What follows belongs to an exercise in optimizing a design on an open flow for small area and a short achievable clock period; a production flow would make more cautious choices. Power and IR drop assume default switching activity.

==> 02-21 <==
// RGB_to_Gray
module RGB_to_Gray(input CLK, input [7:0] R, input [7:0] G, input [7:0] B, input In_Valid, output reg [7:0] Gray, output reg Out_Valid);
==> flow/config.mk <==
export PLATFORM = sky130hd
export DESIGN_NAME = RGB_to_Gray
export DESIGN_NICKNAME = RGB_to_Gray
export VERILOG_FILES = /design/flow/design.v
export SDC_FILE = /design/flow/constraint.sdc
export NUM_CORES = 8
export LEC_CHECK = 0
export CAP_MARGIN = 20
export CORE_MARGIN = 2
export CORE_UTILIZATION = 60
export CTS_BUF_LIST = sky130_fd_sc_hd__clkbuf_8
export PLACE_DENSITY = 0.75
export SLEW_MARGIN = 20
export SYNTH_HIERARCHICAL = 1
export SYNTH_MINIMUM_KEEP_SIZE = 0
==> flow/constraint.sdc <==
create_clock -name core_clock -period 16.0 [get_ports {CLK}]
set_input_delay 3.2000 -clock core_clock [delete_from_list [all_inputs] [get_ports {CLK}]]
set_output_delay 3.2000 -clock core_clock [all_outputs]
set_load 0.01 [all_outputs]
standard.sh (not shown) runs the stock make flow with config.mk's settings and CLKGATE_MAP_FILE= SYNTH_SCRIPT=/design/flow/synth_recipe.tcl, a recipe that flattens the netlist after the stock synthesis.
==> flow/flow/run.sh <==
#!/bin/bash
set -euo pipefail
export SETUP_SLACK_MARGIN=11.95
export CTS_ARGS="-sink_clustering_enable -repair_clock_nets -dont_use_dummy_load -buf_list sky130_fd_sc_hd__clkbuf_8"
export BUFFER_PORTS_ARGS="-buffer_cell sky130_fd_sc_hd__buf_2"
bash standard.sh synth > synth.log 2>&1
bash standard.sh > layout.log 2>&1
==> 12-10: changes against 02-21 <==
--- a/flow/design.v
+++ b/flow/design.v
@@ -78,15 +78,15 @@
     wire w99 = ~w13;
     wire w100 = w66_0 & w99;
     wire w101 = ~w29;
     wire w102 = w76_0 & w101;
     wire w103 = ~w14;
-    wire w104 = p67_0_1 & p103_0_1;
+    wire w104 = w67_0 & w103;
     wire w105 = ~w30;
     wire w106 = w77_0 & w105;
-    wire w107 = ~p15_0_1;
-    wire w108 = w68_0 & w107;
+    wire w107 = ~w15;
+    wire w108 = w68_0 & p107_0_1;
     wire w109 = ~w31;
     wire w110 = w78_0 & p109_0_1;
     wire w111_0, w111_1; ha u111 (r[7], r[6], w111_0, w111_1);
     wire w112_0, w112_1; fa u112 (r[7], r[2], r[0], w112_0, w112_1);
     wire w113_0, w113_1; fa u113 (g[7], g[3], g[1], w113_0, w113_1);
@@ -300,19 +300,19 @@
     wire w335_0, w335_1; fa u335 (p323_1_1, p324_0_1, w334_1, w335_0, w335_1);
     wire w336_0, w336_1; fa u336 (p324_1_1, p325_0_1, w335_1, w336_0, w336_1);
     wire w337 = ~w42;
     wire w338 = w328_0 & w337;
     wire w339 = w338 & w288;
-    wire w340 = ~w339;
+    wire w340 = ~p339_0_1;
     wire w341 = ~w43;
     wire w342 = w329_0 & w341;
     wire w343 = w342 & w289;
-    wire w344 = ~w343;
+    wire w344 = ~p343_0_1;
     wire w345 = ~w44;
     wire w346 = w330_0 & w345;
-    wire w347 = p346_0_1 & p290_0_1;
-    wire w348 = ~w347;
+    wire w347 = w346 & w290;
+    wire w348 = ~p347_0_1;
     wire w349 = ~w45;
     wire w350 = w331_0 & w349;
     wire w351 = p350_0_1 & w291;
     wire w352 = ~w351;
     wire w353 = ~w46;
@@ -377,14 +377,14 @@
     wire w412_0, w412_1; ha u412 (p38_0_1, p215_0_1, w412_0, w412_1);
     wire w413_0, w413_1; ha u413 (p39_0_1, p216_0_1, w413_0, w413_1);
     wire w414_0, w414_1; ha u414 (w80, w338, w414_0, w414_1);
     wire w415_0, w415_1; fa u415 (w82, w84, w342, w415_0, w415_1);
     wire w416_0, w416_1; fa u416 (w86, w88, w346, w416_0, w416_1);
-    wire w417_0, w417_1; fa u417 (p90_0_1, p92_0_1, p350_0_1, w417_0, w417_1);
+    wire w417_0, w417_1; fa u417 (w90, w92, w350, w417_0, w417_1);
     wire w418_0, w418_1; fa u418 (p94_0_1, p96_0_1, p354_0_1, w418_0, w418_1);
     wire w419_0, w419_1; fa u419 (p98_0_1, p100_0_1, w358, w419_0, w419_1);
-    wire w420_0, w420_1; fa u420 (p102_0_1, w104, w334_0, w420_0, w420_1);
+    wire w420_0, w420_1; fa u420 (p102_0_1, p104_0_1, w334_0, w420_0, w420_1);
     wire w421_0, w421_1; fa u421 (p106_0_1, w108, w335_0, w421_0, w421_1);
     wire w422_0, w422_1; fa u422 (w68_1, w195_0, w336_0, w422_0, w422_1);
     wire w423_0, w423_1; fa u423 (p373_0_1, w196_0, w195_1, w423_0, w423_1);
     wire w424_0, w424_1; fa u424 (w374_0, w373_1, w375_0, w424_0, w424_1);
     wire w425_0, w425_1; fa u425 (w376_0, w374_1, w375_1, w425_0, w425_1);
@@ -406,15 +406,15 @@
     wire w441_0, w441_1; fa u441 (w214_0, w213_0, w411_0, w441_0, w441_1);
     wire w442_0, w442_1; fa u442 (p214_1_1, w412_0, p411_1_1, w442_0, w442_1);
     wire w443_0, w443_1; fa u443 (p215_1_1, w413_0, w412_1, w443_0, w443_1);
     wire w444_0, w444_1; fa u444 (p217_0_1, p216_1_1, w413_1, w444_0, w444_1);
     wire w445_0, w445_1; ha u445 (p23_0_1, p217_1_1, w445_0, w445_1);
-    wire w446_0, w446_1; ha u446 (p414_0_1, p340_0_1, w446_0, w446_1);
-    wire w447_0, w447_1; fa u447 (p414_1_1, p415_0_1, p344_0_1, w447_0, w447_1);
+    wire w446_0, w446_1; ha u446 (p414_0_1, w340, w446_0, w446_1);
+    wire w447_0, w447_1; fa u447 (p414_1_1, p415_0_1, w344, w447_0, w447_1);
     wire w448_0, w448_1; fa u448 (p415_1_1, p416_0_1, w348, w448_0, w448_1);
-    wire w449_0, w449_1; fa u449 (p416_1_1, w352, w417_0, w449_0, w449_1);
-    wire w450_0, w450_1; fa u450 (w417_1, w356, w418_0, w450_0, w450_1);
+    wire w449_0, w449_1; fa u449 (p416_1_1, w352, p417_0_1, w449_0, w449_1);
+    wire w450_0, w450_1; fa u450 (p417_1_1, w356, w418_0, w450_0, w450_1);
     wire w451_0, w451_1; fa u451 (w418_1, w360, w419_0, w451_0, w451_1);
     wire w452_0, w452_1; fa u452 (w419_1, w362, w420_0, w452_0, w452_1);
     wire w453_0, w453_1; fa u453 (w420_1, w364, w421_0, w453_0, w453_1);
     wire w454_0, w454_1; fa u454 (w421_1, w366, w422_0, w454_0, w454_1);
     wire w455_0, w455_1; fa u455 (w423_0, w336_1, w422_1, w455_0, w455_1);
@@ -482,49 +482,49 @@
     wire w517 = w462_1 & w463;
     wire w518 = p464_0_1 | p465_0_1;
     wire w519 = p464_0_1 & p465_0_1;
     wire w520 = w465_1 | w466_0;
     wire w521 = w465_1 & w466_0;
-    wire w522 = p466_1_1 | p467_0_1;
-    wire w523 = p466_1_1 & p467_0_1;
+    wire w522 = w466_1 | w467_0;
+    wire w523 = w466_1 & w467_0;
     wire w524 = w467_1 | w468_0;
     wire w525 = w467_1 & w468_0;
     wire w526 = w468_1 | w469_0;
     wire w527 = w468_1 & w469_0;
-    wire w528 = p469_1_1 | p470_0_1;
-    wire w529 = p469_1_1 & p470_0_1;
+    wire w528 = w469_1 | w470_0;
+    wire w529 = w469_1 & w470_0;
     wire w530 = p470_1_1 | p471_0_1;
     wire w531 = p470_1_1 & p471_0_1;
-    wire w532_0, w532_1; ha u532 (p471_1_1, p472_0_1, w532_0, w532_1);
+    wire w532_0, w532_1; ha u532 (w471_1, w472_0, w532_0, w532_1);
     wire w533_0, w533_1; ha u533 (p472_1_1, p473_0_1, w533_0, w533_1);
     wire w534_0, w534_1; ha u534 (p473_1_1, p474_0_1, w534_0, w534_1);
     wire w535_0, w535_1; ha u535 (p474_1_1, w475, w535_0, w535_1);
     wire w536_0, w536_1; ha u536 (w476, w477, w536_0, w536_1);
-    wire w537_0, w537_1; ha u537 (w478, w479, w537_0, w537_1);
+    wire w537_0, w537_1; ha u537 (p478_0_1, p479_0_1, w537_0, w537_1);
     wire w538_0, w538_1; ha u538 (w480, w481, w538_0, w538_1);
     wire w539_0, w539_1; ha u539 (w482, w483, w539_0, w539_1);
-    wire w540 = w531 | (w530 & w529);
-    wire w541 = w530 & w528;
+    wire w540 = w531 | (w530 & p529_0_1);
+    wire w541 = w530 & p528_0_1;
     wire w542 = w527 | (w526 & w525);
     wire w543 = w526 & w524;
     wire w544 = w540 | (w541 & p542_0_1);
     wire w545 = w541 & p543_0_1;
-    wire w546 = w523 | (w522 & p521_0_1);
-    wire w547 = w522 & p520_0_1;
-    wire w548 = w546 | (w547 & w519);
-    wire w549 = w547 & w518;
+    wire w546 = w523 | (w522 & w521);
+    wire w547 = w522 & w520;
+    wire w548 = p546_0_1 | (p547_0_1 & w519);
+    wire w549 = p547_0_1 & w518;
     wire w550 = w544 | (w545 & w548);
     wire w551 = w545 & w549;
     wire w552 = w517 | (w516 & w515);
     wire w553 = w516 & w514;
-    wire w554 = p552_0_1 | (p553_0_1 & p513_0_1);
+    wire w554 = w552 | (w553 & w513);
     wire w555 = p553_0_1 & p512_0_1;
     wire w556 = w511 | (w510 & w509);
     wire w557 = w510 & w508;
     wire w558 = w556 | (w557 & w507);
     wire w559 = w557 & w506;
-    wire w560 = w554 | (w555 & w558);
+    wire w560 = p554_0_1 | (w555 & w558);
     wire w561 = w555 & w559;
     wire w562 = w550 | (w551 & w560);
     wire w563 = w551 & w561;
     wire w564 = w505 | (w504 & w503);
     wire w565 = w504 & w502;
@@ -544,55 +544,53 @@
     wire w579 = w486 & w484;
     wire w580 = w578 | (w579 & w446_0);
     wire w581 = w576 | (w577 & w580);
     wire w583 = w572 | (w573 & w581);
     wire w585 = p562_0_1 | (p563_0_1 & p583_0_1);
-    wire w587 = w533_1 | (w533_0 & w532_1);
-    wire w588 = p533_0_1 & p532_0_1;
-    wire w589 = w535_1 | (w535_0 & w534_1);
+    wire w587 = p533_1_1 | (p533_0_1 & p532_1_2);
+    wire w588 = p533_0_1 & p532_0_2;
+    wire w589 = p535_1_1 | (p535_0_1 & p534_1_1);
     wire w590 = p535_0_1 & p534_0_1;
-    wire w591 = w537_1 | (w537_0 & w536_1);
-    wire w592 = p537_0_1 & p536_0_1;
-    wire w595 = w534_1 | (w534_0 & w587);
+    wire w591 = w537_1 | (w537_0 & p536_1_1);
+    wire w592 = w537_0 & p536_0_1;
+    wire w595 = p534_1_1 | (p534_0_1 & w587);
     wire w596 = p534_0_1 & w588;
-    wire w597 = p589_0_1 | (w590 & p587_0_1);
+    wire w597 = w589 | (w590 & w587);
     wire w598 = w590 & w588;
-    wire w599 = w538_1 | (w538_0 & w591);
+    wire w599 = p538_1_1 | (p538_0_1 & w591);
     wire w600 = p538_0_1 & w592;
     wire w603 = p536_1_1 | (p536_0_1 & w597);
     wire w604 = p536_0_1 & w598;
-    wire w605 = p591_0_1 | (w592 & w597);
+    wire w605 = w591 | (w592 & w597);
     wire w606 = w592 & w598;
-    wire w607 = p599_0_1 | (w600 & w597);
+    wire w607 = w599 | (w600 & w597);
     wire w608 = w600 & w598;
-    wire w611 = p532_1_1 | (p532_0_1 & w585);
-    wire w612 = p587_0_1 | (w588 & w585);
-    wire w613 = p595_0_1 | (w596 & w585);
+    wire w611 = p532_1_2 | (p532_0_2 & w585);
+    wire w612 = w587 | (w588 & w585);
+    wire w613 = w595 | (w596 & w585);
     wire w614 = w597 | (w598 & w585);
     wire w615 = w603 | (w604 & w585);
     wire w616 = w605 | (w606 & w585);
     wire w617 = w607 | (w608 & w585);
-    wire w619; xr u619 (p532_0_1, w585, w619);
+    wire w619; xr u619 (p532_0_2, w585, w619);
     wire w620; xr u620 (p533_0_1, w611, w620);
     wire w621; xr u621 (p534_0_1, w612, w621);
     wire w622; xr u622 (p535_0_1, w613, w622);
     wire w623; xr u623 (p536_0_1, w614, w623);
-    wire w624; xr u624 (p537_0_1, w615, w624);
+    wire w624; xr u624 (w537_0, w615, w624);
     wire w625; xr u625 (p538_0_1, w616, w625);
     wire w626; xr u626 (p539_0_1, w617, w626);
     reg p23_0_1;
     reg p38_0_1;
     reg p39_0_1;
-    reg p15_0_1;
     reg p59_1_1;
     reg p60_0_1;
     reg p67_1_1;
     reg p70_1_1;
     reg p71_0_1;
     reg p77_1_1;
-    reg p67_0_1;
-    reg p103_0_1;
+    reg p107_0_1;
     reg p109_0_1;
     reg p173_0_1;
     reg p173_1_1;
     reg p174_0_1;
     reg p213_1_1;
@@ -612,33 +610,33 @@
     reg p323_0_1;
     reg p323_1_1;
     reg p324_0_1;
     reg p324_1_1;
     reg p325_0_1;
-    reg p346_0_1;
-    reg p290_0_1;
+    reg p339_0_1;
+    reg p343_0_1;
+    reg p347_0_1;
     reg p350_0_1;
     reg p354_0_1;
     reg p357_0_1;
-    reg p90_0_1;
-    reg p92_0_1;
     reg p94_0_1;
     reg p96_0_1;
     reg p98_0_1;
     reg p100_0_1;
     reg p102_0_1;
+    reg p104_0_1;
     reg p106_0_1;
     reg p373_0_1;
     reg p411_1_1;
     reg p414_0_1;
-    reg p340_0_1;
     reg p414_1_1;
     reg p415_0_1;
-    reg p344_0_1;
     reg p415_1_1;
     reg p416_0_1;
     reg p416_1_1;
+    reg p417_0_1;
+    reg p417_1_1;
     reg p424_0_1;
     reg p441_1_1;
     reg p457_0_1;
     reg p457_1_1;
     reg p458_0_1;
@@ -646,62 +644,57 @@
     reg p459_0_1;
     reg p459_1_1;
     reg p460_0_1;
     reg p464_0_1;
     reg p465_0_1;
-    reg p466_1_1;
-    reg p467_0_1;
-    reg p469_1_1;
-    reg p470_0_1;
     reg p470_1_1;
     reg p471_0_1;
-    reg p471_1_1;
-    reg p472_0_1;
     reg p472_1_1;
     reg p473_0_1;
     reg p473_1_1;
     reg p474_0_1;
     reg p474_1_1;
+    reg p478_0_1;
+    reg p479_0_1;
+    reg p529_0_1;
+    reg p528_0_1;
     reg p542_0_1;
     reg p543_0_1;
-    reg p521_0_1;
-    reg p520_0_1;
-    reg p552_0_1;
+    reg p546_0_1;
+    reg p547_0_1;
     reg p553_0_1;
-    reg p513_0_1;
     reg p512_0_1;
+    reg p554_0_1;
     reg p562_0_1;
     reg p563_0_1;
     reg p583_0_1;
+    reg p533_1_1;
     reg p533_0_1;
     reg p532_1_1;
+    reg p532_1_2;
     reg p532_0_1;
+    reg p532_0_2;
+    reg p535_1_1;
     reg p535_0_1;
+    reg p534_1_1;
     reg p534_0_1;
-    reg p537_0_1;
     reg p536_1_1;
     reg p536_0_1;
-    reg p587_0_1;
-    reg p589_0_1;
+    reg p538_1_1;
     reg p538_0_1;
-    reg p591_0_1;
-    reg p599_0_1;
-    reg p595_0_1;
     reg p539_0_1;
     always @(posedge CLK) begin
         p23_0_1 <= g[7];
         p38_0_1 <= b[6];
         p39_0_1 <= b[7];
-        p15_0_1 <= w15;
         p59_1_1 <= w59_1;
         p60_0_1 <= w60_0;
         p67_1_1 <= w67_1;
         p70_1_1 <= w70_1;
         p71_0_1 <= w71_0;
         p77_1_1 <= w77_1;
-        p67_0_1 <= w67_0;
-        p103_0_1 <= w103;
+        p107_0_1 <= w107;
         p109_0_1 <= w109;
         p173_0_1 <= w173_0;
         p173_1_1 <= w173_1;
         p174_0_1 <= w174_0;
         p213_1_1 <= w213_1;
@@ -721,33 +714,33 @@
         p323_0_1 <= w323_0;
         p323_1_1 <= w323_1;
         p324_0_1 <= w324_0;
         p324_1_1 <= w324_1;
         p325_0_1 <= w325_0;
-        p346_0_1 <= w346;
-        p290_0_1 <= w290;
+        p339_0_1 <= w339;
+        p343_0_1 <= w343;
+        p347_0_1 <= w347;
         p350_0_1 <= w350;
         p354_0_1 <= w354;
         p357_0_1 <= w357;
-        p90_0_1 <= w90;
-        p92_0_1 <= w92;
         p94_0_1 <= w94;
         p96_0_1 <= w96;
         p98_0_1 <= w98;
         p100_0_1 <= w100;
         p102_0_1 <= w102;
+        p104_0_1 <= w104;
         p106_0_1 <= w106;
         p373_0_1 <= w373_0;
         p411_1_1 <= w411_1;
         p414_0_1 <= w414_0;
-        p340_0_1 <= w340;
         p414_1_1 <= w414_1;
         p415_0_1 <= w415_0;
-        p344_0_1 <= w344;
         p415_1_1 <= w415_1;
         p416_0_1 <= w416_0;
         p416_1_1 <= w416_1;
+        p417_0_1 <= w417_0;
+        p417_1_1 <= w417_1;
         p424_0_1 <= w424_0;
         p441_1_1 <= w441_1;
         p457_0_1 <= w457_0;
         p457_1_1 <= w457_1;
         p458_0_1 <= w458_0;
@@ -755,48 +748,45 @@
         p459_0_1 <= w459_0;
         p459_1_1 <= w459_1;
         p460_0_1 <= w460_0;
         p464_0_1 <= w464;
         p465_0_1 <= w465_0;
-        p466_1_1 <= w466_1;
-        p467_0_1 <= w467_0;
-        p469_1_1 <= w469_1;
-        p470_0_1 <= w470_0;
         p470_1_1 <= w470_1;
         p471_0_1 <= w471_0;
-        p471_1_1 <= w471_1;
-        p472_0_1 <= w472_0;
         p472_1_1 <= w472_1;
         p473_0_1 <= w473_0;
         p473_1_1 <= w473_1;
         p474_0_1 <= w474_0;
         p474_1_1 <= w474_1;
+        p478_0_1 <= w478;
+        p479_0_1 <= w479;
+        p529_0_1 <= w529;
+        p528_0_1 <= w528;
         p542_0_1 <= w542;
         p543_0_1 <= w543;
-        p521_0_1 <= w521;
-        p520_0_1 <= w520;
-        p552_0_1 <= w552;
+        p546_0_1 <= w546;
+        p547_0_1 <= w547;
         p553_0_1 <= w553;
-        p513_0_1 <= w513;
         p512_0_1 <= w512;
+        p554_0_1 <= w554;
         p562_0_1 <= w562;
         p563_0_1 <= w563;
         p583_0_1 <= w583;
+        p533_1_1 <= w533_1;
         p533_0_1 <= w533_0;
         p532_1_1 <= w532_1;
+        p532_1_2 <= p532_1_1;
         p532_0_1 <= w532_0;
+        p532_0_2 <= p532_0_1;
+        p535_1_1 <= w535_1;
         p535_0_1 <= w535_0;
+        p534_1_1 <= w534_1;
         p534_0_1 <= w534_0;
-        p537_0_1 <= w537_0;
         p536_1_1 <= w536_1;
         p536_0_1 <= w536_0;
-        p587_0_1 <= w587;
-        p589_0_1 <= w589;
+        p538_1_1 <= w538_1;
         p538_0_1 <= w538_0;
-        p591_0_1 <= w591;
-        p599_0_1 <= w599;
-        p595_0_1 <= w595;
         p539_0_1 <= w539_0;
     end
     reg v1; always @(posedge CLK) v1 <= v0;
     reg v2; always @(posedge CLK) v2 <= v1;
     always @(posedge CLK) begin Gray <= {w626, w625, w624, w623, w622, w621, w620, w619}; Out_Valid <= v2; end
==> summary of the runs <==
12-10 went through all stages and came out clean. 02-21 went through all stages and came out clean. In 02-21 the utilization is lower than in 12-10, by 0.61 points. Between 02-21 and 12-10, the lower area after synthesis is in 12-10 (gap 1.2%, measured against 12-10). In clock-buffer cell count, 02-21 and 12-10 do not differ. Against 02-21, the clock skew of 12-10 is lower by 0.0067 ns. Between 12-10 and 02-21, the lower power is in 02-21 (gap about 0.8%, measured against 02-21). Of 12-10 and 02-21, 02-21 has the higher final cell count (gap 0.73%, measured against 02-21). Against 02-21, the flip-flop and latch count of 12-10 is lower by 5. Between 12-10 and 02-21, the lower register-to-register slack is in 12-10 (gap 0.08 ns). Of 12-10 and 02-21, 02-21 has the higher sequential share of layout area (gap 0.92 points). Maximum frequency: 02-21 is higher than 12-10 (0.34%).
No run of this note included a check of the RTL's function; only the layout flow was run.

-- afterwards: timing with drivers on the ports --
In the flow no input, the clock included, has a driving cell. The finished layouts below were timed again as built, in two steps.
Step 1, drivers: a clkbuf_16 drives CLK and a buf_2 each remaining input, both assumed.
Step 2 times the ports against the registers' clock, not the clock port: input delays grow and output delays shrink by t, the midpoint of the rising clock arrivals with the driver on.
Three values: ideal ports, drivers, drivers and shift; two values: the first two.
run | shift t [ns] | slack for setup (ns) | worst hold slack (ns)
02-21 | 0.475 | 11.932 / 11.894 / 11.996 | 0.324 / 0.324 / 0.324
12-10 | 0.463 | 11.919 / 11.894 / 11.919 | 0.326 / 0.326 / 0.326
After both steps setup and hold are still met in every run listed.
